From an optimization exercise on the open Yosys and OpenROAD flow, aimed at small area and a short achievable clock period; shortcuts taken in it are not production practice.
Function was not checked in any run shown here: the RTL went through the layout flow alone.
Power is estimated from default activity; no workload was simulated.

<file path="flow/design.v">
module ALU(
    input [31:0] rs1,
    input [31:0] rs2,
    input clk,
    input [3:0] sel,
    output reg [31:0] out
);
    wire sub   = ~sel[3] & ~sel[2] & (sel[1] | sel[0]);    
    wire op_as = ~sel[3] & ~sel[2] & ~sel[1];              
    wire op_slt  = (sel == 4'd2);
    wire op_sltu = (sel == 4'd3);
    wire op_and = (sel == 4'd4);
    wire op_or  = (sel == 4'd5);
    wire op_xor = (sel == 4'd6);
    wire op_sll = (sel == 4'd7);
    wire op_srx = (sel == 4'd8) | (sel == 4'd9);
    wire op_sra = (sel == 4'd9);
    wire hold   = sel[3] & (sel[2] | sel[1]);               
    wire [31:0] b = rs2 ^ {32{sub}};
    wire [31:0] p = rs1 ^ b;
    wire [31:0] g = rs1 & b;
    wire g0c = g[0] | (p[0] & sub);
    wire G0_1 = g[1] | (p[1] & g0c);
    wire G0_3 = g[3] | (p[3] & g[2]);
    wire P0_3 = p[3] & p[2];
    wire G0_5 = g[5] | (p[5] & g[4]);
    wire P0_5 = p[5] & p[4];
    wire G0_7 = g[7] | (p[7] & g[6]);
    wire P0_7 = p[7] & p[6];
    wire G0_9 = g[9] | (p[9] & g[8]);
    wire P0_9 = p[9] & p[8];
    wire G0_11 = g[11] | (p[11] & g[10]);
    wire P0_11 = p[11] & p[10];
    wire G0_13 = g[13] | (p[13] & g[12]);
    wire P0_13 = p[13] & p[12];
    wire G0_15 = g[15] | (p[15] & g[14]);
    wire P0_15 = p[15] & p[14];
    wire G0_17 = g[17] | (p[17] & g[16]);
    wire P0_17 = p[17] & p[16];
    wire G0_19 = g[19] | (p[19] & g[18]);
    wire P0_19 = p[19] & p[18];
    wire G0_21 = g[21] | (p[21] & g[20]);
    wire P0_21 = p[21] & p[20];
    wire G0_23 = g[23] | (p[23] & g[22]);
    wire P0_23 = p[23] & p[22];
    wire G0_25 = g[25] | (p[25] & g[24]);
    wire P0_25 = p[25] & p[24];
    wire G0_27 = g[27] | (p[27] & g[26]);
    wire P0_27 = p[27] & p[26];
    wire G0_29 = g[29] | (p[29] & g[28]);
    wire P0_29 = p[29] & p[28];
    wire G0_31 = g[31] | (p[31] & g[30]);
    wire P0_31 = p[31] & p[30];
    wire G1_2 = g[2] | (p[2] & G0_1);
    wire G1_3 = G0_3 | (P0_3 & G0_1);
    wire G1_6 = g[6] | (p[6] & G0_5);
    wire P1_6 = p[6] & P0_5;
    wire G1_7 = G0_7 | (P0_7 & G0_5);
    wire P1_7 = P0_7 & P0_5;
    wire G1_10 = g[10] | (p[10] & G0_9);
    wire P1_10 = p[10] & P0_9;
    wire G1_11 = G0_11 | (P0_11 & G0_9);
    wire P1_11 = P0_11 & P0_9;
    wire G1_14 = g[14] | (p[14] & G0_13);
    wire P1_14 = p[14] & P0_13;
    wire G1_15 = G0_15 | (P0_15 & G0_13);
    wire P1_15 = P0_15 & P0_13;
    wire G1_18 = g[18] | (p[18] & G0_17);
    wire P1_18 = p[18] & P0_17;
    wire G1_19 = G0_19 | (P0_19 & G0_17);
    wire P1_19 = P0_19 & P0_17;
    wire G1_22 = g[22] | (p[22] & G0_21);
    wire P1_22 = p[22] & P0_21;
    wire G1_23 = G0_23 | (P0_23 & G0_21);
    wire P1_23 = P0_23 & P0_21;
    wire G1_26 = g[26] | (p[26] & G0_25);
    wire P1_26 = p[26] & P0_25;
    wire G1_27 = G0_27 | (P0_27 & G0_25);
    wire P1_27 = P0_27 & P0_25;
    wire G1_30 = g[30] | (p[30] & G0_29);
    wire P1_30 = p[30] & P0_29;
    wire G1_31 = G0_31 | (P0_31 & G0_29);
    wire P1_31 = P0_31 & P0_29;
    wire G2_4 = g[4] | (p[4] & G1_3);
    wire G2_5 = G0_5 | (P0_5 & G1_3);
    wire G2_6 = G1_6 | (P1_6 & G1_3);
    wire G2_7 = G1_7 | (P1_7 & G1_3);
    wire G2_12 = g[12] | (p[12] & G1_11);
    wire P2_12 = p[12] & P1_11;
    wire G2_13 = G0_13 | (P0_13 & G1_11);
    wire P2_13 = P0_13 & P1_11;
    wire G2_14 = G1_14 | (P1_14 & G1_11);
    wire P2_14 = P1_14 & P1_11;
    wire G2_15 = G1_15 | (P1_15 & G1_11);
    wire P2_15 = P1_15 & P1_11;
    wire G2_20 = g[20] | (p[20] & G1_19);
    wire P2_20 = p[20] & P1_19;
    wire G2_21 = G0_21 | (P0_21 & G1_19);
    wire P2_21 = P0_21 & P1_19;
    wire G2_22 = G1_22 | (P1_22 & G1_19);
    wire P2_22 = P1_22 & P1_19;
    wire G2_23 = G1_23 | (P1_23 & G1_19);
    wire P2_23 = P1_23 & P1_19;
    wire G2_28 = g[28] | (p[28] & G1_27);
    wire P2_28 = p[28] & P1_27;
    wire G2_29 = G0_29 | (P0_29 & G1_27);
    wire P2_29 = P0_29 & P1_27;
    wire G2_30 = G1_30 | (P1_30 & G1_27);
    wire P2_30 = P1_30 & P1_27;
    wire G2_31 = G1_31 | (P1_31 & G1_27);
    wire P2_31 = P1_31 & P1_27;
    wire G3_8 = g[8] | (p[8] & G2_7);
    wire G3_9 = G0_9 | (P0_9 & G2_7);
    wire G3_10 = G1_10 | (P1_10 & G2_7);
    wire G3_11 = G1_11 | (P1_11 & G2_7);
    wire G3_12 = G2_12 | (P2_12 & G2_7);
    wire G3_13 = G2_13 | (P2_13 & G2_7);
    wire G3_14 = G2_14 | (P2_14 & G2_7);
    wire G3_15 = G2_15 | (P2_15 & G2_7);
    wire G3_24 = g[24] | (p[24] & G2_23);
    wire P3_24 = p[24] & P2_23;
    wire G3_25 = G0_25 | (P0_25 & G2_23);
    wire P3_25 = P0_25 & P2_23;
    wire G3_26 = G1_26 | (P1_26 & G2_23);
    wire P3_26 = P1_26 & P2_23;
    wire G3_27 = G1_27 | (P1_27 & G2_23);
    wire P3_27 = P1_27 & P2_23;
    wire G3_28 = G2_28 | (P2_28 & G2_23);
    wire P3_28 = P2_28 & P2_23;
    wire G3_29 = G2_29 | (P2_29 & G2_23);
    wire P3_29 = P2_29 & P2_23;
    wire G3_30 = G2_30 | (P2_30 & G2_23);
    wire P3_30 = P2_30 & P2_23;
    wire G3_31 = G2_31 | (P2_31 & G2_23);
    wire P3_31 = P2_31 & P2_23;
    wire G4_16 = g[16] | (p[16] & G3_15);
    wire G4_17 = G0_17 | (P0_17 & G3_15);
    wire G4_18 = G1_18 | (P1_18 & G3_15);
    wire G4_19 = G1_19 | (P1_19 & G3_15);
    wire G4_20 = G2_20 | (P2_20 & G3_15);
    wire G4_21 = G2_21 | (P2_21 & G3_15);
    wire G4_22 = G2_22 | (P2_22 & G3_15);
    wire G4_23 = G2_23 | (P2_23 & G3_15);
    wire G4_24 = G3_24 | (P3_24 & G3_15);
    wire G4_25 = G3_25 | (P3_25 & G3_15);
    wire G4_26 = G3_26 | (P3_26 & G3_15);
    wire G4_27 = G3_27 | (P3_27 & G3_15);
    wire G4_28 = G3_28 | (P3_28 & G3_15);
    wire G4_29 = G3_29 | (P3_29 & G3_15);
    wire G4_30 = G3_30 | (P3_30 & G3_15);
    wire G4_31 = G3_31 | (P3_31 & G3_15);
    wire [32:0] c;
    assign c[0] = sub;
    assign c[1] = g0c;
    assign c[2] = G0_1;
    assign c[3] = G1_2;
    assign c[4] = G1_3;
    assign c[5] = G2_4;
    assign c[6] = G2_5;
    assign c[7] = G2_6;
    assign c[8] = G2_7;
    assign c[9] = G3_8;
    assign c[10] = G3_9;
    assign c[11] = G3_10;
    assign c[12] = G3_11;
    assign c[13] = G3_12;
    assign c[14] = G3_13;
    assign c[15] = G3_14;
    assign c[16] = G3_15;
    assign c[17] = G4_16;
    assign c[18] = G4_17;
    assign c[19] = G4_18;
    assign c[20] = G4_19;
    assign c[21] = G4_20;
    assign c[22] = G4_21;
    assign c[23] = G4_22;
    assign c[24] = G4_23;
    assign c[25] = G4_24;
    assign c[26] = G4_25;
    assign c[27] = G4_26;
    assign c[28] = G4_27;
    assign c[29] = G4_28;
    assign c[30] = G4_29;
    assign c[31] = G4_30;
    assign c[32] = G4_31;
    wire [31:0] sum = p ^ c[31:0];
    wire cout = c[32];
    wire ltu = ~cout;
    wire lt  = (rs1[31] ^ rs2[31]) ? rs1[31] : sum[31];
    wire [31:0] x;
    genvar k;
    generate for (k = 0; k < 32; k = k + 1) begin : rev
        assign x[k] = op_sll ? rs1[31-k] : rs1[k];
    end endgenerate
    wire fill = op_sra & rs1[31];
    wire [31:0] s1 = rs2[0] ? {fill, x[31:1]} : x;
    wire [31:0] s2 = rs2[1] ? {{2{fill}}, s1[31:2]} : s1;
    wire [31:0] s3 = rs2[2] ? {{4{fill}}, s2[31:4]} : s2;
    wire [31:0] s4 = rs2[3] ? {{8{fill}}, s3[31:8]} : s3;
    wire [31:0] sh = rs2[4] ? {{16{fill}}, s4[31:16]} : s4;
    wire [31:0] shl;
    generate for (k = 0; k < 32; k = k + 1) begin : rev2
        assign shl[k] = sh[31-k];
    end endgenerate
    wire [31:0] nxt = ({32{op_as}} & sum) | ({32{op_and | op_or}} & g) | ({32{op_or | op_xor}} & p)
                    | ({32{op_srx}} & sh) | ({32{op_sll}} & shl)
                    | {31'd0, (op_slt & lt) | (op_sltu & ltu)};
    always @(posedge clk)
        if (!hold) out <= nxt;
endmodule
</file>
<file path="flow/flow/run.sh">
#!/bin/bash
# Standard layout, with plain buf_1 cells as the port buffers instead of the
# resizer's default choice.
set -euo pipefail
export BUFFER_PORTS_ARGS="-buffer_cell sky130_fd_sc_hd__buf_1"
bash standard.sh finish > make_finish.log 2>&1
</file>
<file path="flow/standard.sh">
#!/bin/bash
# synth_recipe.tcl (not shown) runs the flow's synth.tcl, then flattens the netlist and writes it again
# the make line also repeats each setting of config.mk as NAME=value (left out here)
make -C /OpenROAD-flow-scripts/flow DESIGN_CONFIG=/design/flow/config.mk WORK_HOME=/design/flow/orfs CLKGATE_MAP_FILE= SYNTH_SCRIPT=/design/flow/synth_recipe.tcl "${@:-finish}"
</file>
<file path="flow/config.mk">
export PLATFORM = sky130hd
export DESIGN_NAME = ALU
export DESIGN_NICKNAME = ALU
export VERILOG_FILES = /design/flow/design.v
export SDC_FILE = /design/flow/constraint.sdc
export NUM_CORES = 4
export LEC_CHECK = 0
export CAP_MARGIN = 20
export CORE_MARGIN = 2
export CORE_UTILIZATION = 40
export SLEW_MARGIN = 20
</file>
<file path="flow/constraint.sdc">
create_clock -name core_clock -period 5.0 [get_ports {clk}]
set_input_delay 1.0000 -clock core_clock [delete_from_list [all_inputs] [get_ports {clk}]]
set_output_delay 1.0000 -clock core_clock [all_outputs]
set_load 0.01 [all_outputs]
</file>
==> results of run 1 <==
==> cell usage after synthesis, types with 12 or more instances <==
master	number	area, um2
sky130_fd_sc_hd__mux4_2	40	901
sky130_fd_sc_hd__a221o_1	13	130
sky130_fd_sc_hd__mux2i_1	55	551
sky130_fd_sc_hd__nand2_1	48	180
sky130_fd_sc_hd__clkbuf_1	27	101
sky130_fd_sc_hd__o21ai_0	49	245
sky130_fd_sc_hd__xor2_1	34	298
sky130_fd_sc_hd__a222oi_1	13	130
sky130_fd_sc_hd__edfxtp_1	32	961
sky130_fd_sc_hd__nand3_1	12	60.1
sky130_fd_sc_hd__nor2_1	36	135
sky130_fd_sc_hd__ha_1	32	400
sky130_fd_sc_hd__a21oi_1	46	230
sky130_fd_sc_hd__xnor2_1	14	123
sky130_fd_sc_hd__a21o_1	15	113
sky130_fd_sc_hd__inv_1	12	45.0
==> worst max-delay path by stage <==
stage                         end  slack (ns)  depth (start not counted)
after floorplan           out[17]        0.47                         15
after global placement    out[16]        0.57                         13
after detailed placement  out[17]        0.45                         13
after CTS                 out[17]        0.73                         13
after global routing      out[17]        0.42                         13
final                     out[17]        0.70                         13
==> layer usage <==
layer  share of wire, %  wire length [um]  vias to the layer above  GRT usage, %
li1                   -                 -                     2597             -
met1                 40              8610                     2766          37.1
met2                 47             10000                      326          46.8
met3                8.3              1790                       55          5.21
met4                5.0              1080                        0          13.8
met5                  0                 0                        -             0
==> cell usage in the layout, fill, tap and decap left out, types with 4 or more instances in the layout <==
| cell type | instances |
|---|---|
| sky130_fd_sc_hd__nand2_1 | 48 |
| sky130_fd_sc_hd__nor2_1 | 34 |
| sky130_fd_sc_hd__a221o_1 | 13 |
| sky130_fd_sc_hd__mux2i_1 | 55 |
| sky130_fd_sc_hd__inv_1 | 12 |
| sky130_fd_sc_hd__buf_4 | 22 |
| sky130_fd_sc_hd__nand3_1 | 12 |
| sky130_fd_sc_hd__ha_1 | 32 |
| sky130_fd_sc_hd__o31ai_1 | 4 |
| sky130_fd_sc_hd__xor2_1 | 34 |
| sky130_fd_sc_hd__o211ai_1 | 10 |
| sky130_fd_sc_hd__a21oi_1 | 46 |
| sky130_fd_sc_hd__o21bai_1 | 4 |
| sky130_fd_sc_hd__a211oi_1 | 7 |
| sky130_fd_sc_hd__nand2b_1 | 9 |
| sky130_fd_sc_hd__mux4_2 | 40 |
| sky130_fd_sc_hd__a22oi_1 | 11 |
| sky130_fd_sc_hd__clkbuf_16 | 5 |
| sky130_fd_sc_hd__a222oi_1 | 13 |
| sky130_fd_sc_hd__fa_1 | 5 |
| sky130_fd_sc_hd__mux2_2 | 6 |
| sky130_fd_sc_hd__a21o_1 | 15 |
| sky130_fd_sc_hd__a31oi_1 | 5 |
| sky130_fd_sc_hd__o21ai_0 | 48 |
| sky130_fd_sc_hd__nor2b_1 | 5 |
| sky130_fd_sc_hd__edfxtp_1 | 32 |
| sky130_fd_sc_hd__nor3_1 | 9 |
| sky130_fd_sc_hd__buf_1 | 98 |
| sky130_fd_sc_hd__xnor2_1 | 14 |
==> through the flow <==
stage	power, W	hold WS (ns)
finish	0.00149	1.32
global route	0.00157	1.36
detailed placement	0.00111	1.44
CTS	0.00147	1.33
floorplan	0.000878	1.34
global placement	0.00110	1.44
==> cells by family (layout without fill, tap and decap cells) <==
logic type / count (synthesis) / after routing / synth area share, %
compound gates: 199 / 199 / 23.6
xor+xnor: 48 / 48 / 7.42
fa+ha+maj: 37 / 37 / 8.84
buf+inv: 59 / 144 / 4.46
flops: 32 / 32 / 17.0
mux: 102 / 102 / 27.3
simple gates: 138 / 138 / 11.4
==> power by group <==
part	switching, W	total [W]	leakage, nW	internal [W]
Sequential	0.0000119	0.000362	0.324	0.000350
Combinational	0.000460	0.000765	2.13	0.000306
Clock	0.000125	0.000359	0.0798	0.000234
==> area by class of cell <==
type | instances | area share (%)
multi-input combinational | 524 | 69.4
sequential | 32 | 14.9
timing repair buffer | 123 | 8.85
tap | 180 | 3.49
clock buffer | 5 | 1.94
inverter | 13 | 0.757
clock inverter | 3 | 0.660
==> results.py, run 1 <==
metrics = {
    "floorplanning": {
        "start_util_pct": 40.8,
        "core_um2": 13900,
        "ios": 101,
        "std_cell_rows": 43,
        "die_x_um": 123,
        "die-area_um2": 15100,
        "floorplan_die_height_um": 123,
    },
    "timing": {
        "final.period_utilization_pct": 86.1,
        "timing.final.crit_period_ns": 4.30,
        "setup_violations": 0,
        "grt_setup_unrepaired": "no",
        "max-slew-margin-rel_pct": 34.3,
        "setup-tns-final_ns": 0,
        "fin_ws_ns": 0.697,
        "final-max-slew-violation-count": 0,
        "fmaxAchievable_mhz": 232,
        "hold_viol_final": 0,
        "worst_slew_pin_slew_ns": 0.986,
    },
    "global_routing": {
        "grt_pass1_vias": 5661,
        "globalRoute.totalOverflow": 0,
        "global_route_wire_length_before_repair_mm": 32.6,
        "grt_max_degree": 41,
        "number_of_antenna_violations_at_the_first_check_in_global_routing": 1,
        "grtUsageTotal_pct": 28.8,
    },
    "layout": {
        "design.final.nets": 805,
        "syn2layout_area_growth_pct": 13.9,
        "multi_input_area_um2": 4480,
        "reg.largest.list": "out: 32 flops",
        "antennaDiodeCount": 0,
        "finalInstanceArea_um2": 6450,
        "utilization_pct": 46.5,
        "instances_no_fill": 880,
        "final.fill_count": 1355,
        "drive_gt1_share_pct": 13.1,
        "regArea_um2": 961,
        "largest_reg_flops": 32,
        "top_register": "out",
    },
    "cts": {
        "clock_tree_from_tritoncts": "done",
        "post-cts-setup-buffer-count": 0,
        "clk_pin_slew_ns": 0.06,
        "cts_max_level": 2,
        "cts_hold_buffers": 0,
        "cts_num_sinks": 32,
        "cts.path.max_buffers": 2,
        "cts-resized-gates": 0,
        "num_cts_buffers": 5,
        "root_buffer_selected_by_cts": "sky130_fd_sc_hd__clkbuf_16",
    },
    "power_and_ir_drop": {
        "vdd_ir_drop_max_uv": 109,
        "total_power_divided_by_cell_area_nw_per_um2": 230,
        "total_leakage_power_nw": 2.53,
    },
    "worst_hold_path": {
        "hold_path_depth": 3,
        "min_to": "out[0]",
        "hold_start": "sel[3]",
        "hp-class": "in2reg",
    },
    "worst_setup_path": {
        "worstSetupStartpoint": "sel[0]",
        "critical_path_arrival_ns": 4.33,
        "max_incr_delay_on_cp_ns": 0.44,
        "worst-path-max-fanout": 22,
        "crit_buf_inv": 2,
        "crit_family": "compound AO/OA/AOI/OAI gates",
        "required_arrival_time_at_the_worst_endpoint_ns": 5.03,
        "capturing_element_type_of_the_critical_path": "flip-flop",
        "criticalPathCategory": "in2reg",
        "series_of_cell_instances_along_the_critical_path": "buf_1 > o21a_2 > buf_4 > xor2_1 > ha_1 > o21ai_0 > a211oi_1 > a21o_1 > a31oi_1 > fa_1 > a21o_1 > a221o_1 > a221o_1",
        "critical_path.slowest_cell": "sky130_fd_sc_hd__fa_1",
        "worst_setup_path_start_kind": "input pin",
    },
    "placement": {
        "post-place-cells": 871,
        "finalWeightedCongestion": 1.01,
        "post-place-ws_ns": 0.449,
        "dpl.hpwl_mm": 16.7,
        "placement.io_buffers": 100,
        "placedInstanceArea_um2": 6250,
    },
    "detailed_routing": {
        "detail-route-antenna-nets": 0,
        "vias": 5744,
        "route.detailed.vias_per_inst": 6.53,
        "drt_iter0_markers": 655,
        "finalWirelength_mm": 21.5,
        "routed_wire_length_per_instance_um": 24.5,
        "firstDrtPassIters": 6,
        "drc_errors": 0,
    },
    "run_status": {
        "outcome": "timing/DRC/antenna clean",
    },
    "yosys": {
        "syn_nets": 721,
        "synth_sequential_area_ratio_pct": 17.0,
        "netlist_instances": 615,
        "synth.lib_cells_used.distinct": 58,
        "synth_edf_count": 32,
        "synth.cell_area_um2": 5660,
        "ys_seq_elements": 32,
        "yosysWarnings": 1,
        "synthArstFlopShare_pct": 0,
        "synth_flop_cell": "sky130_fd_sc_hd__edfxtp_1",
        "syn_area_per_cell_um2": 9.21,
    },
    "run": {
        "max_cap_viol_count": 0,
    },
}
==> run 2, diff against run 1 <==
--- a/flow/config.mk
+++ b/flow/config.mk
@@ -8,4 +8,5 @@
 export CAP_MARGIN = 20
 export CORE_MARGIN = 2
 export CORE_UTILIZATION = 40
+export SETUP_SLACK_MARGIN = 1.5
 export SLEW_MARGIN = 20
==> results.py, run 2 <==
metrics = {
    "worst_setup_path": {
        "required_arrival_time_at_the_worst_endpoint_ns": 5.04,
        "crit_buf_inv": 4,
        "criticalPathCategory": "in2reg",
        "max_incr_delay_on_cp_ns": 0.45,
        "series_of_cell_instances_along_the_critical_path": "buf_6 > o21a_4 > buf_6 > xor2_4 > fa_2 > a211oi_4 > o211ai_1 > buf_4 > nand3_1 > nand2_2 > a21oi_4 > buf_12 > o211ai_1 > xor2_1 > a221o_1",
        "crit_family": "compound AO/OA/AOI/OAI gates",
        "worst-path-max-fanout": 7,
        "worst_setup_path_start_kind": "input pin",
        "critical_path_arrival_ns": 3.90,
        "capturing_element_type_of_the_critical_path": "flip-flop",
        "critical_path.slowest_cell": "sky130_fd_sc_hd__fa_2",
    },
    "power_and_ir_drop": {
        "total_power_divided_by_cell_area_nw_per_um2": 217,
        "vdd_ir_drop_max_uv": 126,
        "total_leakage_power_nw": 2.98,
    },
    "placement": {
        "placement.io_buffers": 100,
        "dpl.hpwl_mm": 16.4,
        "finalWeightedCongestion": 0.902,
        "placedInstanceArea_um2": 6350,
    },
    "cts": {
        "cts_max_level": 2,
        "clock_tree_from_tritoncts": "done",
        "clk_pin_slew_ns": 0.06,
        "cts_num_sinks": 32,
        "num_cts_buffers": 5,
        "root_buffer_selected_by_cts": "sky130_fd_sc_hd__clkbuf_16",
        "cts.path.max_buffers": 2,
    },
    "timing": {
        "setup_violations": 0,
        "max-slew-margin-rel_pct": 31.0,
        "final-max-slew-violation-count": 0,
        "fmaxAchievable_mhz": 259,
        "hold_viol_final": 0,
        "grt_setup_unrepaired": "yes",
        "setup-tns-final_ns": 0,
        "final.period_utilization_pct": 77.3,
        "worst_slew_pin_slew_ns": 1.04,
        "timing.final.crit_period_ns": 3.87,
    },
    "floorplanning": {
        "start_util_pct": 40.8,
        "floorplan_die_height_um": 123,
        "std_cell_rows": 43,
        "core_um2": 13900,
        "die_x_um": 123,
        "die-area_um2": 15100,
        "ios": 101,
    },
    "yosys": {
        "yosysWarnings": 1,
        "syn_area_per_cell_um2": 9.21,
        "synth_edf_count": 32,
        "synth.lib_cells_used.distinct": 58,
        "yosys-top-cells-area": "sky130_fd_sc_hd__edfxtp_1 (17%), sky130_fd_sc_hd__mux4_2 (16%), sky130_fd_sc_hd__mux2i_1 (9.7%)",
        "synth_sequential_area_ratio_pct": 17.0,
        "netlist_top_cells_count": "sky130_fd_sc_hd__mux2i_1 (55), sky130_fd_sc_hd__o21ai_0 (49), sky130_fd_sc_hd__nand2_1 (48)",
        "yosys.cell_count.top_type": "sky130_fd_sc_hd__mux2i_1",
        "synth_top_cell_area_share_pct": 17.0,
        "netlist.top_cell.by_area": "sky130_fd_sc_hd__edfxtp_1",
        "synth.cell_area_um2": 5660,
        "netlist_instances": 615,
        "synthArstFlopShare_pct": 0,
        "syn_nets": 721,
        "ys_seq_elements": 32,
        "synth_flop_cell": "sky130_fd_sc_hd__edfxtp_1",
    },
    "detailed_routing": {
        "routed_wire_length_per_instance_um": 24.3,
        "detail-route-antenna-nets": 0,
        "firstDrtPassIters": 6,
        "finalWirelength_mm": 22.8,
        "drc_errors": 0,
        "drt_iter0_markers": 869,
        "route.detailed.vias_per_inst": 6.47,
        "vias": 6087,
    },
    "global_routing": {
        "grt_pass1_vias": 5502,
        "globalRoute.totalOverflow": 0,
        "number_of_antenna_violations_at_the_first_check_in_global_routing": 0,
        "global_route_wire_length_before_repair_mm": 32.5,
        "grt_max_degree": 42,
        "grtUsageTotal_pct": 29.1,
    },
    "layout": {
        "design.final.nets": 866,
        "top_register": "out",
        "syn2layout_area_growth_pct": 34.6,
        "most_common_cell_after_layout_fill_and_taps_aside": "sky130_fd_sc_hd__buf_1",
        "drive_gt1_share_pct": 30.1,
        "utilization_pct": 54.9,
        "antennaDiodeCount": 0,
        "reg.largest.list": "out: 32 flops",
        "largest_reg_flops": 32,
        "final_cell_mix": "sky130_fd_sc_hd__buf_1 (93), sky130_fd_sc_hd__buf_4 (63), sky130_fd_sc_hd__mux2i_1 (46)",
        "finalInstanceArea_um2": 7620,
    },
    "run": {
        "max_cap_viol_count": 0,
    },
    "run_status": {
        "outcome": "timing/DRC/antenna clean",
    },
    "worst_hold_path": {
        "hp-class": "in2reg",
        "min_to": "out[15]",
        "hold_path_depth": 4,
        "hold_start": "rs1[15]",
    },
}
==> run 2: cells by family after synthesis <==
group | Yosys count | synth area share [%]
compound gates | 199 | 23.6
xor+xnor | 48 | 7.42
fa+ha+maj | 37 | 8.84
buf+inv | 59 | 4.46
flops | 32 | 17.0
mux | 102 | 27.3
simple gates | 138 | 11.4
==> run 2: layout make-up <==
cell class | instances | area, um2
clock inverter | 3 | 13.8
tap | 180 | 225
timing repair buffer | 184 | 1250
clock buffer | 5 | 125
inverter | 13 | 75.1
multi-input combinational | 524 | 4970
sequential | 32 | 961
fill | 1257 | 6260
==> run 2: worst max path at each step <==
| stage | from | end | cells past startpoint |
|---|---|---|---|
| 6_report | sel[1] | out[31] | 15 |
| 4_1_cts | sel[3] | out[16] | 15 |
| 2_1_floorplan | sel[1] | out[17] | 14 |
| 3_3_place_gp | sel[2] | out[16] | 14 |
| 3_5_place_dp | sel[2] | out[16] | 14 |
| 5_1_grt | sel[2] | out[8] | 14 |
==> run 2: power by group <==
part	switching, W	total [W]	leakage [nW]	internal, W
logic	0.000545	0.000986	2.58	0.000441
registers	0.0000127	0.000363	0.324	0.000350
clock network	0.000120	0.000301	0.0710	0.000181
==> run 2: per-stage QoR <==
stage / setup WS [ns] / instances / hold slack [ns] / total power [W]
finish: 1.13 / 941 / 1.38 / 0.00165
global route: 1.02 / 941 / 1.42 / 0.00172
CTS: 1.18 / 915 / 1.37 / 0.00154
detailed placement: 0.352 / 868 / 1.44 / 0.00113
global placement: 0.451 / 868 / 1.44 / 0.00112
floorplan: 1.02 / 615 / 1.33 / 0.000909
==> run 2: metal layers <==
metal	vias to the layer above	wire length, um	GRT usage, %
met5	-	0	0
met1	2963	9600	43.5
met4	0	684	10.4
met3	45	2290	4.29
met2	357	10300	42.6
li1	2722	-	-
==> run 2: timing repair <==
| action | CTS | global route |
|---|---|---|
| gates resized for setup | 66 | 50 |
| gates cloned | 2 | 1 |
| endpoints found under the setup margin | 32 | 30 |
| buffers inserted | 37 | 25 |
| pin swaps | 38 | 40 |
| hold buffers | 0 | 0 |
==> run 3, diff against run 2 <==
--- a/flow/config.mk
+++ b/flow/config.mk
@@ -8,5 +8,5 @@
 export CAP_MARGIN = 20
 export CORE_MARGIN = 2
 export CORE_UTILIZATION = 40
-export SETUP_SLACK_MARGIN = 1.5
+export SETUP_SLACK_MARGIN = 2.2
 export SLEW_MARGIN = 20
==> results.py, run 3 <==
metrics = {
    "detailed_routing": {
        "routed_wire_length_per_instance_um": 24.2,
        "finalWirelength_mm": 22.7,
        "vias": 6119,
        "detail-route-antenna-nets": 0,
        "drc_errors": 0,
        "drt_iter0_markers": 791,
        "route.detailed.vias_per_inst": 6.54,
        "firstDrtPassIters": 8,
    },
    "floorplanning": {
        "die_x_um": 123,
        "ios": 101,
        "start_util_pct": 40.8,
        "core_um2": 13900,
        "die-area_um2": 15100,
        "std_cell_rows": 43,
        "floorplan_die_height_um": 123,
    },
    "timing": {
        "max-slew-margin-rel_pct": 24.9,
        "timing.final.crit_period_ns": 3.90,
        "final.period_utilization_pct": 78.0,
        "grt_setup_unrepaired": "yes",
        "setup_violations": 0,
        "hold_viol_final": 0,
        "final-max-slew-violation-count": 0,
        "fmaxAchievable_mhz": 257,
        "setup-tns-final_ns": 0,
        "worst_slew_pin_slew_ns": 1.13,
        "holdWs_ns": 1.30,
    },
    "power_and_ir_drop": {
        "vdd_ir_drop_max_uv": 114,
        "total_leakage_power_nw": 2.97,
        "post-layout-total-power_w": 0.00163,
        "total_power_divided_by_cell_area_nw_per_um2": 213,
    },
    "layout": {
        "finalInstanceArea_um2": 7640,
        "syn2layout_area_growth_pct": 35.0,
        "design.final.nets": 862,
        "top_register": "out",
        "reg.largest.list": "out: 32 flops",
        "most_common_cell_after_layout_fill_and_taps_aside": "sky130_fd_sc_hd__buf_1",
        "antennaDiodeCount": 0,
        "instances_no_fill": 936,
        "drive_gt1_share_pct": 30.4,
        "largest_reg_flops": 32,
        "final_cell_mix": "sky130_fd_sc_hd__buf_1 (93), sky130_fd_sc_hd__buf_4 (57), sky130_fd_sc_hd__nand2_1 (46), sky130_fd_sc_hd__mux2i_1 (46), sky130_fd_sc_hd__mux4_2 (41)",
    },
    "yosys": {
        "synth.lib_cells_used.distinct": 58,
        "yosys-top-cells-area": "sky130_fd_sc_hd__edfxtp_1 (17%), sky130_fd_sc_hd__mux4_2 (16%), sky130_fd_sc_hd__mux2i_1 (9.7%)",
        "synth.cell_area_um2": 5660,
        "netlist_top_cells_count": "sky130_fd_sc_hd__mux2i_1 (55), sky130_fd_sc_hd__o21ai_0 (49), sky130_fd_sc_hd__nand2_1 (48)",
        "synth_top_cell_area_share_pct": 17.0,
        "ys_seq_elements": 32,
        "synth_flop_cell": "sky130_fd_sc_hd__edfxtp_1",
        "synth_edf_count": 32,
        "syn_nets": 721,
        "netlist_instances": 615,
        "netlist.top_cell.by_area": "sky130_fd_sc_hd__edfxtp_1",
        "synth_sequential_area_ratio_pct": 17.0,
        "synthArstFlopShare_pct": 0,
        "yosys.cell_count.top_type": "sky130_fd_sc_hd__mux2i_1",
        "yosysWarnings": 1,
        "syn_area_per_cell_um2": 9.21,
    },
    "cts": {
        "cts.path.max_buffers": 2,
        "root_buffer_selected_by_cts": "sky130_fd_sc_hd__clkbuf_16",
        "cts_num_sinks": 32,
        "clk_pin_slew_ns": 0.06,
        "cts_max_level": 2,
        "clock_tree_from_tritoncts": "done",
        "num_cts_buffers": 5,
        "cts_hold_buffers": 0,
    },
    "run": {
        "max_cap_viol_count": 0,
    },
    "global_routing": {
        "grt_pass1_vias": 5715,
        "grt_max_degree": 42,
        "globalRoute.totalOverflow": 0,
        "grtUsageTotal_pct": 29.7,
        "number_of_antenna_violations_at_the_first_check_in_global_routing": 0,
        "global_route_wire_length_before_repair_mm": 33.5,
    },
    "placement": {
        "placedInstanceArea_um2": 6360,
        "dpl.hpwl_mm": 16.3,
        "placement.io_buffers": 100,
        "post-place-cells": 868,
        "finalWeightedCongestion": 1.01,
    },
    "worst_setup_path": {
        "critical_path_arrival_ns": 3.90,
        "capturing_element_type_of_the_critical_path": "flip-flop",
        "criticalPathCategory": "in2reg",
        "worst_setup_path_start_kind": "input pin",
        "required_arrival_time_at_the_worst_endpoint_ns": 5.01,
        "worst-path-max-fanout": 5,
    },
    "run_status": {
        "outcome": "timing/DRC/antenna clean",
    },
    "worst_hold_path": {
        "hp-class": "in2reg",
    },
}
==> run 3: path summary, 6_finish.rpt <==
| path | from | endpoint | slack (ns) | cells after the start |
|---|---|---|---|---|
| worst min-delay path | sel[3] | out[0] | 1.30 | 4 |
| worst max-delay path | sel[1] | out[13] | 1.10 | 14 |
==> run 3: power by group <==
group | internal [W] | leakage, nW | switching, W
sequential | 0.000350 | 0.324 | 0.0000128
combinational | 0.000431 | 2.58 | 0.000545
clock | 0.000178 | 0.0648 | 0.000109
==> run 3: area by class of cell <==
cell class	count	area, um2
inverters	13	75.1
multi-input cells	525	5070
clock buffers	5	125
clock inverters	2	7.51
fillers	1241	6240
repair buffers	179	1180
well taps	180	225
flip-flops and latches	32	961
==> run 3: routing by layer <==
layer	part of all wire [%]	track usage [%]	wire length, um	up-vias
met5	0	0	0	-
li1	-	-	-	2711
met4	3.1	10.0	711	0
met3	11	5.86	2450	52
met1	41	42.1	9410	2964
met2	45	45.3	10100	392
==> run 3: cells by family after synthesis <==
| logic type | synth area share, % |
|---|---|
| xor gates and xnor gates | 7.42 |
| muxes | 27.3 |
| and+or+nand+nor | 11.4 |
| AOI/OAI and AO/OA | 23.6 |
| DFF | 17.0 |
| adders and majority gates | 8.84 |
| buffers and inverters | 4.46 |
==> run 3: metrics by stage <==
step	utilization (%)	setup WS, ns
2_1_floorplan	-	1.02
3_3_place_gp	45.8	0.443
3_5_place_dp	45.8	0.384
4_1_cts	52.0	1.16
5_1_grt	55.1	0.975
6_report	55.1	1.10
==> run 3: repair_timing <==
item | in CTS | in global routing
buffers inserted | 44 | 13
pin swaps | 40 | 35
resized for setup | 82 | 54
endpoints found under the setup margin | 32 | 32
cloned | 3 | 0
==> run 3: worst max-delay path, cell delays in order <==
cell,delay [ns]
sky130_fd_sc_hd__buf_2,0.14
sky130_fd_sc_hd__o21a_4,0.26
sky130_fd_sc_hd__buf_6,0.14
sky130_fd_sc_hd__xor2_4,0.15
sky130_fd_sc_hd__fa_2,0.40
sky130_fd_sc_hd__a211oi_2,0.28
sky130_fd_sc_hd__o211ai_1,0.19
sky130_fd_sc_hd__a21o_1,0.26
sky130_fd_sc_hd__buf_4,0.15
sky130_fd_sc_hd__buf_6,0.12
sky130_fd_sc_hd__a21oi_4,0.18
sky130_fd_sc_hd__xnor2_1,0.08
sky130_fd_sc_hd__a222oi_1,0.37
sky130_fd_sc_hd__o221ai_1,0.18
==> run 4, diff against run 3 <==
==> flow/run.sh (new file) <==
#!/bin/bash
# synth_recipe.tcl (not shown) runs the flow's synth.tcl, then flattens the netlist and writes it again
# the make line also repeats each setting of config.mk as NAME=value (left out here)
make -C /OpenROAD-flow-scripts/flow DESIGN_CONFIG=/design/flow/config.mk WORK_HOME=/design/flow/orfs CLKGATE_MAP_FILE= SYNTH_SCRIPT=/design/flow/synth_recipe.tcl finish
--- a/flow/config.mk
+++ b/flow/config.mk
@@ -8,5 +8,4 @@
 export CAP_MARGIN = 20
 export CORE_MARGIN = 2
 export CORE_UTILIZATION = 40
-export SETUP_SLACK_MARGIN = 2.2
 export SLEW_MARGIN = 20
removed: flow/flow/run.sh
removed: flow/standard.sh
==> results.py, run 4 <==
metrics = {
    "worst_setup_path": {
        "worst-path-stages": 12,
        "worst-path-max-fanout": 16,
        "crit_family": "compound AO/OA/AOI/OAI gates",
        "crit_path_end": "out[8]",
        "worstSetupStartpoint": "sel[3]",
        "max_incr_delay_on_cp_ns": 0.53,
        "capturing_element_type_of_the_critical_path": "flip-flop",
        "required_arrival_time_at_the_worst_endpoint_ns": 4.99,
        "series_of_cell_instances_along_the_critical_path": "clkdlybuf4s50_1 > nor2_1 > o21a_2 > xor2_1 > fa_1 > a211oi_1 > o21ai_0 > nor3_1 > nor2_1 > fa_1 > a222oi_1 > o211ai_1",
        "crit_buf_inv": 1,
        "worst_setup_path_start_kind": "input pin",
        "critical_path.slowest_cell": "sky130_fd_sc_hd__o21a_2",
        "critical_path_arrival_ns": 4.76,
        "criticalPathCategory": "in2reg",
    },
    "timing": {
        "fmaxAchievable_mhz": 210,
        "final.period_utilization_pct": 95.3,
        "setup-tns-final_ns": 0,
        "fin_ws_ns": 0.237,
        "setup_violations": 0,
        "max-slew-margin-rel_pct": 34.5,
        "hold_viol_final": 0,
        "grt_setup_unrepaired": "no",
        "final-max-slew-violation-count": 0,
        "worst_slew_pin_slew_ns": 0.983,
        "timing.final.crit_period_ns": 4.76,
    },
    "cts": {
        "cts-resized-gates": 0,
        "clock_tree_from_tritoncts": "done",
        "num_cts_buffers": 5,
        "cts.path.max_buffers": 2,
        "clk_pin_slew_ns": 0.05,
        "cts_num_sinks": 32,
        "post-cts-setup-buffer-count": 0,
        "root_buffer_selected_by_cts": "sky130_fd_sc_hd__clkbuf_16",
        "cts_hold_buffers": 0,
        "cts_max_level": 2,
    },
    "detailed_routing": {
        "routed_wire_length_per_instance_um": 25.7,
        "vias": 5906,
        "drc_errors": 0,
        "drt_iter0_markers": 808,
        "detail-route-antenna-nets": 0,
        "finalWirelength_mm": 22.8,
        "route.detailed.vias_per_inst": 6.66,
        "firstDrtPassIters": 8,
    },
    "placement": {
        "dpl.hpwl_mm": 17.9,
        "placedInstanceArea_um2": 6930,
        "post-place-ws_ns": 0.0462,
        "placement.io_buffers": 100,
        "finalWeightedCongestion": 0.959,
    },
    "yosys": {
        "yosys.cell_count.top_type": "sky130_fd_sc_hd__mux2i_1",
        "netlist_instances": 615,
        "synthArstFlopShare_pct": 0,
        "synth_flop_cell": "sky130_fd_sc_hd__edfxtp_1",
        "synth_edf_count": 32,
        "yosys-top-cells-area": "sky130_fd_sc_hd__edfxtp_1 (17%), sky130_fd_sc_hd__mux4_2 (16%), sky130_fd_sc_hd__mux2i_1 (9.7%)",
        "synth_sequential_area_ratio_pct": 17.0,
        "ys_seq_elements": 32,
        "syn_nets": 721,
        "netlist.top_cell.by_area": "sky130_fd_sc_hd__edfxtp_1",
        "synth_top_cell_area_share_pct": 17.0,
        "synth.lib_cells_used.distinct": 58,
        "syn_area_per_cell_um2": 9.21,
        "synth.cell_area_um2": 5660,
        "yosysWarnings": 1,
        "netlist_top_cells_count": "sky130_fd_sc_hd__mux2i_1 (55), sky130_fd_sc_hd__o21ai_0 (49), sky130_fd_sc_hd__nand2_1 (48)",
    },
    "power_and_ir_drop": {
        "total_leakage_power_nw": 2.82,
        "vdd_ir_drop_max_uv": 117,
        "internal-power_w": 0.000926,
        "power_switching_share_pct": 39.2,
        "power_share_of_the_clock_group_pct": 19.1,
        "switchingPower_w": 0.000597,
        "total_power_divided_by_cell_area_nw_per_um2": 216,
        "comb_power_share_pct": 57.0,
        "relative_contribution_of_sequential_cells_to_total_power_pct": 23.9,
    },
    "layout": {
        "utilization_pct": 50.9,
        "design.final.nets": 813,
        "top_register": "out",
        "antennaDiodeCount": 0,
        "finalInstanceArea_um2": 7060,
        "drive_gt1_share_pct": 13.7,
        "final_cell_mix": "sky130_fd_sc_hd__clkdlybuf4s50_1 (98), sky130_fd_sc_hd__mux2i_1 (55), sky130_fd_sc_hd__o21ai_0 (48), sky130_fd_sc_hd__nand2_1 (48), sky130_fd_sc_hd__a21oi_1 (46)",
        "most_common_cell_after_layout_fill_and_taps_aside": "sky130_fd_sc_hd__clkdlybuf4s50_1",
        "syn2layout_area_growth_pct": 24.7,
        "final.fill_count": 1334,
        "largest_reg_flops": 32,
        "reg.largest.list": "out: 32 flops",
    },
    "global_routing": {
        "grt_pass1_vias": 5687,
        "global_route_wire_length_before_repair_mm": 34.2,
        "number_of_antenna_violations_at_the_first_check_in_global_routing": 1,
        "grt_max_degree": 42,
        "globalRoute.totalOverflow": 0,
        "grtUsageTotal_pct": 30.3,
    },
    "run": {
        "max_cap_viol_count": 0,
    },
    "worst_hold_path": {
        "hp-class": "in2reg",
        "hold_path_depth": 5,
    },
    "floorplanning": {
        "floorplan_die_height_um": 123,
        "die-area_um2": 15100,
        "start_util_pct": 40.8,
        "std_cell_rows": 43,
        "ios": 101,
        "die_x_um": 123,
        "core_um2": 13900,
    },
    "run_status": {
        "outcome": "timing/DRC/antenna clean",
    },
}
## run 4: area by class of cell
| class | instances | area (um2) | share of cell area, % |
|---|---|---|---|
| clock buffers | 6 | 129 | 1.83 |
| clock inverters | 1 | 5.00 | 0.0709 |
| inverters | 13 | 48.8 | 0.691 |
| multi-input cells | 524 | 4470 | 63.3 |
| flip-flops and latches | 32 | 961 | 13.6 |
| well taps | 180 | 225 | 3.19 |
| repair buffers | 131 | 1220 | 17.3 |
## run 4: worst min path at each step
stage	start	to	slack (ns)
4_1_cts	rs2[1]	out[1]	1.63
3_5_place_dp	out[9]	out[9]	1.81
6_report	rs2[1]	out[1]	1.64
5_1_grt	rs2[1]	out[1]	1.69
2_1_floorplan	rs1[1]	out[1]	1.34
3_3_place_gp	out[4]	out[4]	1.81
## run 4: layer usage
layer / wire length [um] / global-route usage (%)
met5: 13 / 0
met4: 940 / 11.2
met3: 1930 / 4.75
met2: 10600 / 50.1
met1: 9240 / 40.1
## run 4: power groups by stage
stage	registers (W)	clock network, W	logic [W]
detailed placement	0.000369	0	0.000850
CTS	0.000364	0.000297	0.000854
global placement	0.000368	0	0.000844
global route	0.000367	0.000307	0.000932
floorplan	0.000391	0	0.000487
finish	0.000364	0.000292	0.000868
## run 4: worst min-delay path, stage by stage
cell and delay (ns):
sky130_fd_sc_hd__buf_2 0.12, sky130_fd_sc_hd__xor2_1 0.11, sky130_fd_sc_hd__ha_1 0.28, sky130_fd_sc_hd__a222oi_1 0.07
sky130_fd_sc_hd__nand3_1 0.19
## run 4: cells by family after synthesis
kind of cell | after synthesis | share of synthesized area (%)
xor+xnor | 48 | 7.42
compound gates | 199 | 23.6
buf+inv | 59 | 4.46
mux | 102 | 27.3
fa+ha+maj | 37 | 8.84
simple gates | 138 | 11.4
flops | 32 | 17.0
## run 4: per-stage QoR
stage	total power, W	std cells	hold WS (ns)
2_1_floorplan	0.000878	615	1.34
3_3_place_gp	0.00121	880	1.81
3_5_place_dp	0.00122	880	1.81
4_1_cts	0.00151	887	1.63
5_1_grt	0.00161	887	1.69
6_report	0.00152	887	1.64
==> run 5, diff against run 4 <==
--- a/flow/design.v
+++ b/flow/design.v
@@ -1,3 +1,15 @@
+module alu_aoi22(input a1, input a2, input b1, input b2, output y);
+    assign y = ~((a1 & a2) | (b1 & b2));
+endmodule
+module alu_aoi222(input a1, input a2, input b1, input b2, input c1, input c2, output y);
+    assign y = ~((a1 & a2) | (b1 & b2) | (c1 & c2));
+endmodule
+module alu_nand2(input a, input b, output y);
+    assign y = ~(a & b);
+endmodule
+module alu_nand3(input a, input b, input c, output y);
+    assign y = ~(a & b & c);
+endmodule
 module ALU(
     input [31:0] rs1,
     input [31:0] rs2,
@@ -6,16 +18,19 @@
     output reg [31:0] out
 );
     wire sub   = ~sel[3] & ~sel[2] & (sel[1] | sel[0]);    
-    wire op_as = ~sel[3] & ~sel[2] & ~sel[1];              
-    wire op_slt  = (sel == 4'd2);
-    wire op_sltu = (sel == 4'd3);
-    wire op_and = (sel == 4'd4);
-    wire op_or  = (sel == 4'd5);
-    wire op_xor = (sel == 4'd6);
-    wire op_sll = (sel == 4'd7);
-    wire op_srx = (sel == 4'd8) | (sel == 4'd9);
-    wire op_sra = (sel == 4'd9);
-    wire hold   = sel[3] & (sel[2] | sel[1]);               
+    wire m_s   = ~sel[3] & ~sel[2] & ~sel[1];              
+    wire m_c   = ~sel[3] & ~sel[2] &  sel[1];              
+    wire m_g   = (sel == 4'd4) | (sel == 4'd5);            
+    wire m_p   = (sel == 4'd5) | (sel == 4'd6);            
+    wire m_l   = (sel == 4'd7);                            
+    wire m_r   = (sel == 4'd8) | (sel == 4'd9);            
+    wire m_h   = sel[3] & (sel[2] | sel[1]);               
+    wire fill  = (sel == 4'd9) & rs1[31];
+    wire fill_n = ~fill;
+    wire rev   = m_l;
+    wire rev_n = ~m_l;
+    wire [4:0] sa   = rs2[4:0];
+    wire [4:0] sa_n = ~rs2[4:0];
     wire [31:0] b = rs2 ^ {32{sub}};
     wire [31:0] p = rs1 ^ b;
     wire [31:0] g = rs1 & b;
@@ -185,26 +200,34 @@
     assign c[32] = G4_31;
     wire [31:0] sum = p ^ c[31:0];
     wire cout = c[32];
-    wire ltu = ~cout;
-    wire lt  = (rs1[31] ^ rs2[31]) ? rs1[31] : sum[31];
-    wire [31:0] x;
-    genvar k;
-    generate for (k = 0; k < 32; k = k + 1) begin : rev
-        assign x[k] = op_sll ? rs1[31-k] : rs1[k];
+    wire lt = (sel[0] | (rs1[31] == rs2[31])) ? ~cout : rs1[31];
+    wire [31:0] x_n, s1, s2_n, s3, s4_n, sh;
+    genvar i;
+    generate for (i = 0; i < 32; i = i + 1) begin : shf
+        alu_aoi22 u_rev (.a1(rev), .a2(rs1[31-i]), .b1(rev_n), .b2(rs1[i]), .y(x_n[i]));
+        alu_aoi22 u_s1 (.a1(sa[0]), .a2(i + 1 < 32 ? x_n[(i + 1) % 32] : fill_n),
+                        .b1(sa_n[0]), .b2(x_n[i]), .y(s1[i]));
+        alu_aoi22 u_s2 (.a1(sa[1]), .a2(i + 2 < 32 ? s1[(i + 2) % 32] : fill),
+                        .b1(sa_n[1]), .b2(s1[i]), .y(s2_n[i]));
+        alu_aoi22 u_s3 (.a1(sa[2]), .a2(i + 4 < 32 ? s2_n[(i + 4) % 32] : fill_n),
+                        .b1(sa_n[2]), .b2(s2_n[i]), .y(s3[i]));
+        alu_aoi22 u_s4 (.a1(sa[3]), .a2(i + 8 < 32 ? s3[(i + 8) % 32] : fill),
+                        .b1(sa_n[3]), .b2(s3[i]), .y(s4_n[i]));
+        alu_aoi22 u_s5 (.a1(sa[4]), .a2(i + 16 < 32 ? s4_n[(i + 16) % 32] : fill_n),
+                        .b1(sa_n[4]), .b2(s4_n[i]), .y(sh[i]));
     end endgenerate
-    wire fill = op_sra & rs1[31];
-    wire [31:0] s1 = rs2[0] ? {fill, x[31:1]} : x;
-    wire [31:0] s2 = rs2[1] ? {{2{fill}}, s1[31:2]} : s1;
-    wire [31:0] s3 = rs2[2] ? {{4{fill}}, s2[31:4]} : s2;
-    wire [31:0] s4 = rs2[3] ? {{8{fill}}, s3[31:8]} : s3;
-    wire [31:0] sh = rs2[4] ? {{16{fill}}, s4[31:16]} : s4;
-    wire [31:0] shl;
-    generate for (k = 0; k < 32; k = k + 1) begin : rev2
-        assign shl[k] = sh[31-k];
+    wire [31:0] ra_n, rb_n, nxt;
+    wire lt_n;
+    alu_nand2 u_lt (.a(m_c), .b(lt), .y(lt_n));
+    generate for (i = 0; i < 32; i = i + 1) begin : res
+        alu_aoi222 u_a (.a1(m_s), .a2(sum[i]), .b1(m_r), .b2(sh[i]), .c1(m_l), .c2(sh[31-i]), .y(ra_n[i]));
+        alu_aoi222 u_b (.a1(m_g), .a2(g[i]), .b1(m_p), .b2(p[i]), .c1(m_h), .c2(out[i]), .y(rb_n[i]));
+        if (i == 0) begin : b0
+            alu_nand3 u_o (.a(ra_n[i]), .b(rb_n[i]), .c(lt_n), .y(nxt[i]));
+        end else begin : bn
+            alu_nand2 u_o (.a(ra_n[i]), .b(rb_n[i]), .y(nxt[i]));
+        end
     end endgenerate
-    wire [31:0] nxt = ({32{op_as}} & sum) | ({32{op_and | op_or}} & g) | ({32{op_or | op_xor}} & p)
-                    | ({32{op_srx}} & sh) | ({32{op_sll}} & shl)
-                    | {31'd0, (op_slt & lt) | (op_sltu & ltu)};
     always @(posedge clk)
-        if (!hold) out <= nxt;
-endmodule
+        out <= nxt;
+endmodule
==> flow/flow/run.sh (new file) <==
#!/bin/bash
# Standard layout with two changes: plain buf_1 cells as the port buffers, and
# every synthesized cell swapped for its smallest size before placement (the
# resizer sizes up again where needed).
set -euo pipefail
export BUFFER_PORTS_ARGS="-buffer_cell sky130_fd_sc_hd__buf_1"
bash standard.sh finish > make_finish.log 2>&1
==> flow/standard.sh (new file) <==
#!/bin/bash
# synth_recipe.tcl (not shown) runs the flow's synth.tcl, then flattens the netlist and writes it again
# the make line also repeats each setting of config.mk as NAME=value (left out here)
make -C /OpenROAD-flow-scripts/flow DESIGN_CONFIG=/design/flow/config.mk WORK_HOME=/design/flow/orfs CLKGATE_MAP_FILE= SYNTH_SCRIPT=/design/flow/synth_recipe.tcl "${@:-finish}"
--- a/flow/config.mk
+++ b/flow/config.mk
@@ -9,3 +9,4 @@
 export CORE_MARGIN = 2
 export CORE_UTILIZATION = 40
 export SLEW_MARGIN = 20
+export SYNTH_HIERARCHICAL = 1
removed: flow/run.sh
==> results.py, run 5 <==
metrics = {
    "layout": {
        "design.final.nets": 813,
        "utilization_pct": 47.4,
        "largest_reg_flops": 32,
        "instances_no_fill": 891,
        "reg.largest.list": "out: 32 flops",
        "antennaDiodeCount": 0,
        "drive_gt1_share_pct": 36.4,
        "most_common_cell_after_layout_fill_and_taps_aside": "sky130_fd_sc_hd__a22oi_2",
        "syn2layout_area_growth_pct": 17.5,
        "final.fill_count": 1394,
        "top_register": "out",
        "final_cell_mix": "sky130_fd_sc_hd__a22oi_2 (192), sky130_fd_sc_hd__buf_1 (95), sky130_fd_sc_hd__a222oi_1 (64)",
    },
    "yosys": {
        "synth_sequential_area_ratio_pct": 11.0,
        "yosys.cell_count.top_type": "sky130_fd_sc_hd__a22oi_2",
        "synth_edf_count": 0,
        "synth.lib_cells_used.distinct": 54,
        "netlist_instances": 573,
        "yosys-top-cells-area": "sky130_fd_sc_hd__a22oi_2 (41%), sky130_fd_sc_hd__a222oi_1 (11%), sky130_fd_sc_hd__dfxtp_1 (11%)",
        "synth.cell_area_um2": 5800,
        "synthArstFlopShare_pct": 0,
        "netlist.top_cell.by_area": "sky130_fd_sc_hd__a22oi_2",
        "syn_area_per_cell_um2": 10.1,
        "yosysWarnings": 7,
        "synth_top_family_by_area": "compound AO/OA/AOI/OAI gates",
        "synth_top_cell_area_share_pct": 41.4,
        "syn_nets": 679,
        "netlist_top_cells_count": "sky130_fd_sc_hd__a22oi_2 (192), sky130_fd_sc_hd__a222oi_1 (64), sky130_fd_sc_hd__nand2_1 (46)",
        "synth_compound_area_share_pct": 61.8,
        "ys_seq_elements": 32,
        "synth_flop_cell": "sky130_fd_sc_hd__dfxtp_1",
        "synth_simple_gate_area_share_pct": 8.24,
        "yosys.area_share.xor_xnor_pct": 8.00,
        "synthAdderAreaFrac_pct": 8.63,
        "synth_mux_area_share_pct": 0.345,
    },
    "worst_setup_path": {
        "critical_path_arrival_ns": 4.75,
        "worst_setup_path_start_kind": "input pin",
        "required_arrival_time_at_the_worst_endpoint_ns": 5.17,
        "worst-path-max-fanout": 19,
        "capturing_element_type_of_the_critical_path": "flip-flop",
        "criticalPathCategory": "in2reg",
    },
    "cts": {
        "cts_max_level": 2,
        "clock_tree_from_tritoncts": "done",
        "cts_num_sinks": 32,
        "clk_pin_slew_ns": 0.06,
        "post-cts-setup-buffer-count": 0,
        "num_cts_buffers": 5,
        "cts-resized-gates": 0,
        "clk_latency_ns": 0.29,
        "cts_hold_buffers": 0,
        "cts.path.max_buffers": 2,
        "root_buffer_selected_by_cts": "sky130_fd_sc_hd__clkbuf_16",
    },
    "run": {
        "max_cap_viol_count": 0,
    },
    "timing": {
        "setup_violations": 0,
        "hold_viol_final": 0,
        "fmaxAchievable_mhz": 218,
        "final.period_utilization_pct": 91.6,
        "final-max-slew-violation-count": 0,
        "fin_ws_ns": 0.421,
        "finalClockSkew_ns": 0,
        "grt_setup_unrepaired": "no",
        "max-slew-margin-rel_pct": 36.7,
        "worst_slew_pin_slew_ns": 0.947,
        "timing.final.crit_period_ns": 4.58,
        "setup-tns-final_ns": 0,
    },
    "detailed_routing": {
        "routed_wire_length_per_instance_um": 23.5,
        "detail-route-antenna-nets": 0,
        "drc_errors": 0,
        "drt_iter0_markers": 785,
        "vias": 6100,
        "finalWirelength_mm": 20.9,
        "route.detailed.vias_per_inst": 6.85,
        "firstDrtPassIters": 6,
    },
    "power_and_ir_drop": {
        "switchingPower_w": 0.000722,
        "total_leakage_power_nw": 2.45,
        "comb_power_share_pct": 58.8,
        "internal-power_w": 0.000864,
        "power_switching_share_pct": 45.5,
        "relative_contribution_of_sequential_cells_to_total_power_pct": 21.2,
        "vdd_ir_drop_max_uv": 121,
        "total_power_divided_by_cell_area_nw_per_um2": 233,
        "power_share_of_the_clock_group_pct": 20.0,
    },
    "global_routing": {
        "global_route_wire_length_before_repair_mm": 33.5,
        "globalRoute.totalOverflow": 0,
        "grt_max_degree": 37,
        "grt_pass1_vias": 5899,
        "grtUsageTotal_pct": 26.5,
        "number_of_antenna_violations_at_the_first_check_in_global_routing": 0,
    },
    "floorplanning": {
        "core_um2": 14400,
        "ios": 101,
        "die_x_um": 124,
        "start_util_pct": 40.4,
        "die-area_um2": 15500,
        "floorplan_die_height_um": 124,
        "std_cell_rows": 44,
    },
    "placement": {
        "finalWeightedCongestion": 0.909,
        "post-place-cells": 884,
        "placement.io_buffers": 100,
        "post-place-ws_ns": 0.179,
        "dpl.hpwl_mm": 15.9,
    },
    "worst_hold_path": {
        "hp-class": "reg2reg",
    },
    "run_status": {
        "outcome": "timing/DRC/antenna clean",
    },
}
[run 5: cell types whose count changed after synthesis, sizes merged, moves of 11 or more]
| cell | delta |
|---|---|
| clkbuf | -26 |
| mux4 | -41 |
| edfxtp | -32 |
| a21oi | -26 |
| mux2i | -53 |
| buf | -16 |
| a222oi | +51 |
| o21ai | -45 |
| dfxtp | +32 |
| a22oi | +181 |
| nor2 | -25 |
| a221o | -11 |
| inv | +12 |
[run 5: layer usage]
layer	vias to the layer above	global-route usage (%)	part of all wire, %
li1	2789	-	-
met1	3043	37.2	45
met2	242	43.3	47
met3	26	3.82	6.6
met4	0	5.82	1.7
met5	-	0	0
[run 5: layout make-up]
type,count,area (um2),share of cell area [%]
Sequential cell,32,641,9.40
Clock buffer,5,125,1.84
Multi-Input combinational cell,512,5080,74.6
Timing Repair Buffer,131,627,9.19
Inverter,25,97.6,1.43
Clock inverter,2,12.5,0.184
Tap cell,184,230,3.38
[run 5: worst max-delay path, cell delays in order]
cell	delay [ns]
sky130_fd_sc_hd__buf_1	0.25
sky130_fd_sc_hd__nor2_1	0.10
sky130_fd_sc_hd__nor3_2	0.23
sky130_fd_sc_hd__buf_12	0.23
sky130_fd_sc_hd__xnor2_1	0.18
sky130_fd_sc_hd__inv_1	0.09
sky130_fd_sc_hd__fa_1	0.39
sky130_fd_sc_hd__nor2b_1	0.17
sky130_fd_sc_hd__o2111ai_1	0.26
sky130_fd_sc_hd__a2111o_2	0.64
sky130_fd_sc_hd__and2_1	0.23
sky130_fd_sc_hd__fa_1	0.51
sky130_fd_sc_hd__inv_1	0.04
sky130_fd_sc_hd__a222oi_1	0.33
sky130_fd_sc_hd__nand2_1	0.08
[run 5: power by group through the flow]
stage          logic (W)  registers [W]  clock network, W
5_1_grt          0.00101       0.000343          0.000332
6_report        0.000933       0.000337          0.000317
3_5_place_dp    0.000919       0.000342                 0
2_1_floorplan   0.000611       0.000364                 0
4_1_cts         0.000924       0.000337          0.000325
3_3_place_gp    0.000908       0.000340                 0
[run 5: Yosys stat by module, one instance, submodules excluded]
module	flops+latches	cell area, um2
alu_aoi222	0	10.0
alu_nand2	0	3.75
alu_nand3	0	5.00
alu_aoi22	0	12.5
ALU	32	2630
[run 5: logic make-up (layout without fill, tap and decap cells)]
group | after synthesis | count (layout)
AO/OA/AOI/OAI | 321 | 321
AND/OR/NAND/NOR | 99 | 99
XOR/XNOR | 53 | 53
adder cells (fa/ha/maj) | 37 | 37
flip-flops | 32 | 32
buffers and inverters | 29 | 163
multiplexers | 2 | 2
[run 5: final timing paths]
check | start | endpoint | slack (ns) | depth (start not counted)
worst max-delay path | sel[0] | out[16] | 0.42 | 15
worst min-delay path | out[30] | out[30] | 0.48 | 2
worst max register to register | out[24] | out[24] | 4.08 | 2
worst min register to register | out[30] | out[30] | 0.48 | 2
[run 5: stage by stage]
| stage | total power, W | hold WS (ns) | instance area, um2 |
|---|---|---|---|
| 2_1_floorplan | 0.000975 | 0.526 | 5820 |
| 3_3_place_gp | 0.00125 | 0.467 | 6680 |
| 3_5_place_dp | 0.00126 | 0.472 | 6680 |
| 4_1_cts | 0.00159 | 0.487 | 6820 |
| 5_1_grt | 0.00168 | 0.500 | 6820 |
| 6_report | 0.00159 | 0.484 | 6820 |
==> run 6, diff against run 5 <==
--- a/flow/flow/run.sh
+++ b/flow/flow/run.sh
@@ -4,4 +4,5 @@
 # resizer sizes up again where needed).
 set -euo pipefail
 export BUFFER_PORTS_ARGS="-buffer_cell sky130_fd_sc_hd__buf_1"
+export POST_FLOORPLAN_TCL="$PWD/flow/downsize.tcl"
 bash standard.sh finish > make_finish.log 2>&1
==> flow/flow/downsize.tcl (new file) <==
# Swap every cell for the smallest cell of the same function (the same name
# without its drive-strength suffix); the resizer's repair steps that follow
# size up again where slew, capacitance or timing need it.
set dont_use [split $::env(DONT_USE_CELLS)]
set smallest [dict create]
foreach lc [get_lib_cells sky130_fd_sc_hd__*] {
  set n [get_name $lc]
  if {[lsearch -exact $dont_use $n] >= 0} { continue }
  if {![regexp {^(.+)_([0-9]+)$} $n -> fam drv]} { continue }
  set a [get_property $lc area]
  if {![dict exists $smallest $fam] || $a < [lindex [dict get $smallest $fam] 1]} {
    dict set smallest $fam [list $n $a]
  }
}
set count 0
foreach inst [get_cells *] {
  set lc [get_lib_cells -of_objects $inst]
  set n [get_name $lc]
  if {![regexp {^(.+)_([0-9]+)$} $n -> fam drv]} { continue }
  if {![dict exists $smallest $fam]} { continue }
  lassign [dict get $smallest $fam] best a
  if {$best ne $n && $a < [get_property $lc area]} {
    replace_cell $inst $best
    incr count
  }
}
puts "downsize.tcl: replaced $count cells"
==> results.py, run 6 <==
metrics = {
    "run_status": {
        "outcome": "timing/DRC/antenna clean",
    },
    "power_and_ir_drop": {
        "relative_contribution_of_sequential_cells_to_total_power_pct": 23.5,
        "total_leakage_power_nw": 2.37,
        "total_power_divided_by_cell_area_nw_per_um2": 252,
        "power_switching_share_pct": 44.5,
        "vdd_ir_drop_max_uv": 128,
        "internal-power_w": 0.000802,
        "power_share_of_the_clock_group_pct": 21.3,
        "comb_power_share_pct": 55.2,
        "switchingPower_w": 0.000643,
    },
    "global_routing": {
        "number_of_antenna_violations_at_the_first_check_in_global_routing": 0,
        "grt_max_degree": 34,
        "grt_pass1_vias": 5816,
        "global_route_wire_length_before_repair_mm": 31.6,
        "grtUsageTotal_pct": 25.2,
        "globalRoute.totalOverflow": 0,
    },
    "yosys": {
        "syn_nets": 679,
        "ys_seq_elements": 32,
        "netlist_top_cells_count": "sky130_fd_sc_hd__a22oi_2 (192), sky130_fd_sc_hd__a222oi_1 (64), sky130_fd_sc_hd__nand2_1 (46)",
        "yosys.cell_count.top_type": "sky130_fd_sc_hd__a22oi_2",
        "synth_flop_cell": "sky130_fd_sc_hd__dfxtp_1",
        "yosysWarnings": 7,
        "synth.cell_area_um2": 5800,
        "yosys-top-cells-area": "sky130_fd_sc_hd__a22oi_2 (41%), sky130_fd_sc_hd__a222oi_1 (11%), sky130_fd_sc_hd__dfxtp_1 (11%)",
        "synth.lib_cells_used.distinct": 54,
        "synthArstFlopShare_pct": 0,
        "syn_area_per_cell_um2": 10.1,
        "netlist_instances": 573,
        "synth_edf_count": 0,
        "synth_sequential_area_ratio_pct": 11.0,
        "synth_top_cell_area_share_pct": 41.4,
        "netlist.top_cell.by_area": "sky130_fd_sc_hd__a22oi_2",
    },
    "cts": {
        "cts_num_sinks": 32,
        "clock_tree_from_tritoncts": "done",
        "cts.path.max_buffers": 2,
        "cts_hold_buffers": 0,
        "clk_latency_ns": 0.29,
        "cts_max_level": 2,
        "root_buffer_selected_by_cts": "sky130_fd_sc_hd__clkbuf_16",
        "post-cts-setup-buffer-count": 0,
        "num_cts_buffers": 5,
        "cts-resized-gates": 0,
        "clk_pin_slew_ns": 0.05,
    },
    "placement": {
        "placement.io_buffers": 100,
        "finalWeightedCongestion": 0.915,
        "post-place-ws_ns": -0.250,
        "dpl.hpwl_mm": 15.6,
        "placedInstanceArea_um2": 5580,
    },
    "detailed_routing": {
        "routed_wire_length_per_instance_um": 23.2,
        "detail-route-antenna-nets": 0,
        "firstDrtPassIters": 11,
        "drc_errors": 0,
        "vias": 6143,
        "route.detailed.vias_per_inst": 6.91,
        "drt_iter0_markers": 1043,
        "wl_met3_mm": 1.93,
        "dr_wl_met2_mm": 9.41,
        "finalWirelength_mm": 20.6,
        "m1WireLength_mm": 8.36,
        "top_layer": "met4",
    },
    "floorplanning": {
        "floorplan_die_height_um": 124,
        "core_um2": 14400,
        "ios": 101,
        "die_x_um": 124,
        "die-area_um2": 15500,
        "start_util_pct": 40.4,
        "std_cell_rows": 44,
    },
    "worst_setup_path": {
        "critical_path_arrival_ns": 4.94,
        "capturing_element_type_of_the_critical_path": "flip-flop",
        "r2r_setup_slk_ns": 4.14,
        "worst-path-max-fanout": 16,
        "required_arrival_time_at_the_worst_endpoint_ns": 5.17,
        "worst_setup_path_start_kind": "input pin",
        "r2r-start": "out[0]",
        "r2r_path_end": "out[0]",
        "worstRegToRegCells": 2,
        "criticalPathCategory": "in2reg",
    },
    "layout": {
        "largest_reg_flops": 32,
        "top_register": "out",
        "most_common_cell_after_layout_fill_and_taps_aside": "sky130_fd_sc_hd__a22oi_1",
        "final_cell_mix": "sky130_fd_sc_hd__a22oi_1 (192), sky130_fd_sc_hd__buf_1 (100), sky130_fd_sc_hd__a222oi_1 (64)",
        "antennaDiodeCount": 0,
        "finalInstanceArea_um2": 5720,
        "reg.largest.list": "out: 32 flops",
        "syn2layout_area_growth_pct": -1.38,
        "design.final.nets": 811,
        "drive_gt1_share_pct": 6.10,
    },
    "timing": {
        "fin_ws_ns": 0.232,
        "setup_violations": 0,
        "timing.final.crit_period_ns": 4.77,
        "max-slew-margin-rel_pct": 39.7,
        "finalClockSkew_ns": 0,
        "final-max-slew-violation-count": 0,
        "holdWs_ns": 0.486,
        "final.period_utilization_pct": 95.4,
        "worst_slew_pin_slew_ns": 0.902,
        "hold_viol_final": 0,
        "grt_setup_unrepaired": "no",
        "fmaxAchievable_mhz": 210,
    },
    "worst_hold_path": {
        "min_to": "out[28]",
        "hp-class": "reg2reg",
        "hold_start": "out[28]",
        "hold_path_depth": 2,
    },
    "run": {
        "max_cap_viol_count": 0,
    },
}
## run 6: cell counts after synthesis
Identical to the previous run, type by type.
## run 6: Yosys stat by module (local to each module, per instance)
module	cells inside	cell area [um2]	flip-flops and latches
alu_nand3	1	5.00	0
alu_nand2	1	3.75	0
alu_aoi222	1	10.0	0
ALU	284	2630	32
alu_aoi22	1	12.5	0
## run 6: metal layers
metal | global-route usage, % | vias up
li1 | - | 2789
met1 | 33.1 | 2929
met2 | 40.3 | 374
met3 | 4.25 | 51
met4 | 11.6 | 0
met5 | 0 | -
## run 6: how the worst max path moves through the flow
stage / start / endpoint / slack, ns / cells past startpoint
after floorplan: sel[1] / out[28] / 0.1 / 10
after global placement: sel[0] / out[31] / -0.24 / 15
after detailed placement: sel[0] / out[31] / -0.25 / 15
after CTS: sel[0] / out[31] / 0.04 / 15
after global routing: sel[0] / out[27] / 0.03 / 16
final: sel[0] / out[28] / 0.23 / 16
## run 6: power groups by stage
stage	sequential, W	clock, W	combinational, W
2_1_floorplan	0.000364	0	0.000611
3_3_place_gp	0.000342	0	0.000765
3_5_place_dp	0.000343	0	0.000776
4_1_cts	0.000338	0.000315	0.000779
5_1_grt	0.000344	0.000324	0.000867
6_report	0.000339	0.000308	0.000798
## run 6: per-stage QoR
| step | utilization (%) | instances | total power (W) | TNS (ns) |
|---|---|---|---|---|
| after global routing | 39.8 | 889 | 0.00154 | 0 |
| after global placement | 38.8 | 882 | 0.00111 | -0.237 |
| after floorplan | - | 573 | 0.000975 | 0 |
| after CTS | 39.8 | 889 | 0.00143 | 0 |
| final | 39.8 | 889 | 0.00144 | 0 |
| after detailed placement | 38.8 | 882 | 0.00112 | -0.276 |
## run 6: logic make-up (layout without fill, tap and decap cells)
family                   after synthesis  count (layout)  synth area share, %
multiplexers                           2               2                0.345
flip-flops                            32              32                 11.0
adder cells (fa/ha/maj)               37              37                 8.63
XOR/XNOR                              53              53                 8.00
buffers and inverters                 29             161                 1.94
AND/OR/NAND/NOR                       99              99                 8.24
AO/OA/AOI/OAI                        321             321                 61.8
## run 6: worst max-delay path: stages
cell	delay, ns
sky130_fd_sc_hd__buf_1	0.20
sky130_fd_sc_hd__nor2_1	0.09
sky130_fd_sc_hd__nor3_2	0.19
sky130_fd_sc_hd__buf_12	0.22
sky130_fd_sc_hd__buf_4	0.23
sky130_fd_sc_hd__xor2_1	0.17
sky130_fd_sc_hd__ha_1	0.31
sky130_fd_sc_hd__a21oi_1	0.43
sky130_fd_sc_hd__o21ai_1	0.13
sky130_fd_sc_hd__a211oi_1	0.58
sky130_fd_sc_hd__buf_4	0.24
sky130_fd_sc_hd__a21oi_1	0.23
sky130_fd_sc_hd__a21oi_1	0.35
sky130_fd_sc_hd__xnor2_1	0.13
sky130_fd_sc_hd__a222oi_1	0.34
sky130_fd_sc_hd__nand2_1	0.08
## run 6: cell type report
| type | count | area (um2) |
|---|---|---|
| Fill cell | 1481 | 8650 |
| Multi-Input combinational cell | 512 | 4010 |
| Sequential cell | 32 | 641 |
| Timing Repair Buffer | 129 | 606 |
| Tap cell | 184 | 230 |
| Clock buffer | 6 | 129 |
| Inverter | 25 | 97.6 |
| Clock inverter | 1 | 5.00 |
